What follows belongs to an exercise in optimizing a design on an open flow for small area; a production flow would make more cautious choices. Only simulation tests tie the RTL to the original design; equivalence was not proved.

==> run H <==
## cpu
module cpu #(
    parameter A_WIDTH = 32,
              D_WIDTH = 32
)(
    input  logic               clk,
    input  logic               rst,
    input  logic [D_WIDTH-1:0] instr,
    output logic [A_WIDTH-1:0] pc,
    output logic [D_WIDTH-1:0] a0
);
    logic [31:0] PC_q;
    logic        PCsrc, ALUsrc, NE, regwrite;
    logic [31:0] ImmI;
    logic [12:1] OffB;
    assign pc = PC_q;
    SignEx immext (
        .instr (instr),
        .ImmI  (ImmI),
        .OffB  (OffB)
    );
    toppc pc_unit (
        .clk   (clk),
        .rst   (rst),
        .PC    (PC_q),
        .PCsrc (PCsrc),
        .OffB  (OffB)
    );
    ControlUnit controlunit (
        .instr    (instr),
        .NE       (NE),
        .RegWrite (regwrite),
        .ALUsrc   (ALUsrc),
        .PCsrc    (PCsrc)
    );
    ALU alublock (
        .clk    (clk),
        .ALUsrc (ALUsrc),
        .ImmOp  (ImmI),
        .WE3    (regwrite & ~rst),
        .AD1    (instr[19:15]),
        .AD2    (instr[24:20]),
        .AD3    (instr[11:7]),
        .NE     (NE),
        .a0     (a0)
    );
endmodule
Settings: LEC_CHECK=0, CAP_MARGIN=20, CORE_MARGIN=2, CORE_UTILIZATION=45, CTS_BUF_LIST=sky130_fd_sc_hd__clkbuf_16, CTS_CLUSTER_DIAMETER=80, CTS_CLUSTER_SIZE=25, SLEW_MARGIN=20, SYNTH_HIERARCHICAL=1; clock period 8.0 ns.
standard.sh (not shown) runs the stock make flow with config.mk's settings and CLKGATE_MAP_FILE= SYNTH_SCRIPT=/design/flow/synth_recipe.tcl, a recipe that flattens the netlist after the stock synthesis.
==> flow/flow/run.sh <==
#!/bin/bash
set -euo pipefail
export RECOVER_POWER=100
export BUFFER_PORTS_ARGS="-buffer_cell sky130_fd_sc_hd__buf_1"
bash standard.sh > flow.log 2>&1
==> run R: changes against run H <==
==> flow/run.sh (new file) <==
#!/bin/bash
# synth_recipe.tcl (not shown) runs the flow's synth.tcl, then flattens the netlist and writes it again
# the make line also repeats each setting of config.mk as NAME=value (left out here)
make -C /OpenROAD-flow-scripts/flow DESIGN_CONFIG=/design/flow/config.mk WORK_HOME=/design/flow/orfs CLKGATE_MAP_FILE= SYNTH_SCRIPT=/design/flow/synth_recipe.tcl finish
CORE_UTILIZATION = 25   (was 45)
PLACE_DENSITY = 0.35   (was default)
removed: flow/flow/run.sh
removed: flow/standard.sh
==> run C: changes against run H <==
==> flow/run.sh (new file) <==
#!/bin/bash
# synth_recipe.tcl (not shown) runs the flow's synth.tcl, then flattens the netlist and writes it again
# the make line also repeats each setting of config.mk as NAME=value (left out here)
make -C /OpenROAD-flow-scripts/flow DESIGN_CONFIG=/design/flow/config.mk WORK_HOME=/design/flow/orfs CLKGATE_MAP_FILE= SYNTH_SCRIPT=/design/flow/synth_recipe.tcl finish
CORE_UTILIZATION = 30   (was 45)
PLACE_DENSITY = 0.45   (was default)
removed: flow/flow/run.sh
removed: flow/standard.sh
==> impl_metrics.py <==
metrics = {
    "critical_path": {
        "path_cells": "clkdlybuf4s50_1, buf_4, nand2_1, nor2_4, buf_4, a222oi_1, nand4_1, or3_1, ha_1, nor4_1, buf_4, nand4_1, buf_4, or2_1, and2_1, nand2b_1, buf_4, a2111oi_4, buf_4, a32oi_1, xnor2_1",
        "crit_start": "instr[20]",
        "reg2reg_setup_slack_ns": 1.57,
    },
    "power_and_ir_drop": {
        "p_clk_frac": 0.302,
        "p_switching_mw": 4.29,
    },
    "timing": {
        "min_period_ns": 7.53,
    },
    "placement": {
        "gp_congestion": 0.954,
    },
    "run_status": {
        "status": "complete, no violations",
    },
}
the above is filed under run C

==> impl_metrics.py <==
metrics = {
    "run_status": {
        "status": "finished with violations",
        "failed_checks": "capacitance limit, slew limit",
    },
    "critical_path": {
        "crit_start": "instr[20]",
        "path_cells": "clkbuf_1, or4b_1, nor3_4, clkbuf_1, a222oi_1, nand4_1, or3_1, ha_1, a21o_1, a21o_1, a21o_1, a21o_1, a21o_1, clkbuf_1, a21o_1, clkbuf_1, a21o_1, xor2_1, buf_12, a22o_2",
    },
    "power_and_ir_drop": {
        "p_clk_frac": 0.279,
    },
    "timing": {
        "min_period_ns": 7.71,
        "final_max_slew_viol_count": 224,
    },
    "placement": {
        "gp_congestion": 1.02,
    },
    "synth": {
        "ys_top_cells_by_count": "992 x dfxtp_1, 930 x a22o_1, 640 x a222oi_1",
    },
    "job": {
        "maxCapViolations": 7,
    },
    "routing": {
        "wl_met2_um": 87400,
    },
}
the above is filed under run H

==> impl_metrics.py <==
metrics = {
    "power_and_ir_drop": {
        "p_clk_frac": 0.341,
        "p_switching_mw": 4.67,
    },
    "timing": {
        "min_period_ns": 7.59,
        "tightest_slew_ns": 1.27,
    },
    "critical_path": {
        "cp_max_fo": 17,
        "path_cells": "clkdlybuf4s50_1, nand4bb_1, nor2_4, buf_4, a222oi_1, nand3_1, or3_1, ha_1, nor4_1, buf_4, nand4_1, buf_4, or2_1, and2_1, nand2b_1, a2111o_1, o32ai_1, xor2_1",
        "reg2reg_setup_slack_ns": 1.63,
        "crit_start": "instr[23]",
        "critPathCaptureType": "flip-flop",
    },
    "finish": {
        "buf_share": 0.0711,
    },
    "die": {
        "tapCellCount": 2325,
    },
    "run_status": {
        "status": "complete, no violations",
    },
}
the above is filed under run R

[what the ideal ports hide]
The results above use ideal ports. As a check the final layouts listed here were re-extracted and re-timed, cells and wires unchanged.
Step 1, drivers: a clkbuf_16 drives clk and a buf_2 each remaining input, both assumed.
Step 2 moves the port delays by t, midway between the first and last clock arrival at a register: inputs arrive t later, outputs are due t later. That takes back most of the time a late clock gives input paths.
a / b / c = ideal ports / drivers / drivers and shift; a / b = the first two.
| run | t, ns | slack for setup (ns) | cell pins on the clock port's net |
|---|---|---|---|
| run H | 0.772 | 0.285 / 0.293 / -0.479 | 1 |
| run R | 0.814 | 0.410 / 0.451 / -0.362 | 1 |
| run C | 0.830 | 0.472 / 0.521 / -0.308 | 1 |
For run C, which loses most, drivers alone change the setup slack by +0.049 ns; drivers and shift together by -0.780 ns.
